What follows belongs to an exercise in optimizing a design on an open flow for small area, a short achievable clock period and few clock cycles per item; a production flow would make more cautious choices.
Where RTL was checked, it was by simulation tests only, not by an equivalence proof against the original.

== rev 12 ==
==> flow/design.v (excerpt) <==
module exponential(input clk, rst, start, input [15:0] x,
                   output done, output [1:0] intpart, output [15:0] fracpart);
Settings: LEC_CHECK=0, CAP_MARGIN=10, CORE_MARGIN=2, CORE_UTILIZATION=55, SETUP_SLACK_MARGIN=3.3, SLEW_MARGIN=10; clock period 9.0 ns.
run.sh (not shown) runs the stock make flow with config.mk's settings and CLKGATE_MAP_FILE= SYNTH_SCRIPT=/design/flow/synth_recipe.tcl, a recipe that flattens the netlist after the stock synthesis.
Testbench counts of rev 12, summed over its fixed seeds: cycles 72,000, items 8,000.
Changes in rev 13 relative to rev 12:
Settings: swapping 10 for 20 in SLEW_MARGIN; swapping 55 for 60 in CORE_UTILIZATION; swapping 3.3 for 2.8 in SETUP_SLACK_MARGIN; swapping 10 for 20 in CAP_MARGIN.
Findings:
Between rev 13 and rev 12, critical path depth is higher for rev 12, rev 13 comes in under that. Compared rev 13 against rev 12; number of global-route vias before repair within noise. Where routed wire length is concerned, rev 12 is outperformed by rev 13. Looking at global-route usage, rev 13 sits 2.8 points higher than rev 12 does. Largest fanout on the critical path: rev 13 vs rev 12 up 7. Relative to rev 12, area of the multi-input gates has decreased by 0.73% in rev 13. Run comparison: rev 12 cell type of the slowest stage on the worst timing path fa_1; rev 13 cell type of the slowest stage on the worst timing path dfxtp_1. On final period demand of the worst path, rev 13 does worse than rev 12. NOTE: post-route cell area in rev 13 falls short of that of rev 12. Rev 13 ended with more routability congestion estimate than rev 12. NOTE placeable core region rev 12->rev 13 decreased by a little under 10%. xtwo[7] as the timing startpoint of the critical path was reported by rev 13, and u[1] by rev 12.

exponential, a different RTL version from the one above (not shown whole).
Size in the first run: ~1,200 cells after synthesis, roughly 66 flip-flops, roughly 38 I/O pins.
Settings: LEC_CHECK=0, CAP_MARGIN=20, CORE_MARGIN=2, CORE_UTILIZATION=40, SETUP_SLACK_MARGIN=2.5, SLEW_MARGIN=20; clock period 9.0 ns.
The baseline produced a clean layout.
Then changed:
Settings changed: SETUP_SLACK_MARGIN 2.5 to 4.
The new run finished with timing, DRC and antenna clean.
Via count increases by about 11%.
Core utilization increases by 9.8 points.
Cell area increases by about 20%.
Global-route usage increases by 3.2 points.
Hold slack stays flat.
Wire length increases by 17%.
Sequential cell count is unchanged.
Then changed:
Settings changed: SETUP_SLACK_MARGIN 4 to default.
The changed run went through all stages and came out clean.
Cell area drops by about 20%.
Wire length drops by 16%.
Utilization decreases by 11 points.
Flip-flop and latch count stays the same.
Function was not checked in any run of this note: the RTL went through the layout flow alone.

== run A ==
RTL: one of the versions met above, not the one the previous note started from.
For scale: roughly 1200 cells after synthesis, roughly 38 I/O pins, about 10000 um2 of cells after synthesis.
Settings: LEC_CHECK=0, CAP_MARGIN=20, CORE_MARGIN=2, CORE_UTILIZATION=60, SETUP_SLACK_MARGIN=3.45, SLEW_MARGIN=20; clock period 9.0 ns.
Looking at the reports, run A completed the entire flow and the layout it produced met the timing, design-rule and antenna checks.
Testbench counts of run A, summed over its fixed seeds: cycles 72,000, items 8,000.
Modified inputs, run B compared to run A
Settings: setting CELL_PAD_IN_SITES_GLOBAL_PLACEMENT to 0 for the first time; setting CELL_PAD_IN_SITES_DETAIL_PLACEMENT to 0 for the first time; changing SETUP_SLACK_MARGIN from 3.45 to 3.2.
### Flow results
Compared with run A, in run B post-layout minimum cycle time shows an increase of 0.13 ns; multi-input combinational area share shows an increase of 1.2 points.
## Diff of input files: run C against run B
Settings: changing SETUP_SLACK_MARGIN from 3.2 to 3.4; removing CELL_PAD_IN_SITES_GLOBAL_PLACEMENT (formerly 0); removing CELL_PAD_IN_SITES_DETAIL_PLACEMENT (formerly 0); changing CORE_UTILIZATION from 60 to 75.
==> comparison <==
- Run C vs run B, launching element of the worst setup path: u[1] vs u[15]
- Compared with run B, in run C number of setup violations in the final report did not really move; portion of the clock cycle consumed by the worst path in the final layout went down; cell area went up.
- Run C — global-route usage 6.7 points higher, run B as reference

static timing again, ports no longer ideal:
The results above use ideal ports. As a check the final layouts listed here were re-extracted and re-timed, cells and wires unchanged. Step 1 sets driving cells, clkbuf_16 on the clock port and buf_2 on the other inputs (assumed; they add their load-dependent delay and slew). Step 2, shift: input delay + t, output delay - t, t = (earliest + latest rising clock arrival at the registers) / 2. This alone moves slack from input paths to output paths. Three values: ideal ports, drivers, drivers and shift; two values: the first two.
run	t, ns	setup WS [ns]	worst setup path after step 2	latest minus earliest clock arrival (ns)
rev 12	0.373	3.567 / 3.549 / 3.567	register to register	0.008 / 0.008
rev 13	0.381	3.162 / 3.162 / 3.162	register to register	0.011 / 0.010
the first run of note 2	0.372	2.801 / 2.801 / 2.801	register to register	0.007 / 0.007
the second run of note 2	0.378	3.290 / 3.290 / 3.290	register to register	0.010 / 0.011
the third run of note 2	0.371	1.845 / 1.845 / 1.845	register to register	0.008 / 0.008
run A	0.387	3.574 / 3.574 / 3.574	register to register	0.015 / 0.016
run B	0.381	3.446 / 3.446 / 3.446	register to register	0.012 / 0.012
run C	0.379	3.514 / 3.473 / 3.574	register to register	0.007 / 0.008
After both steps setup and hold are still met in every run listed.
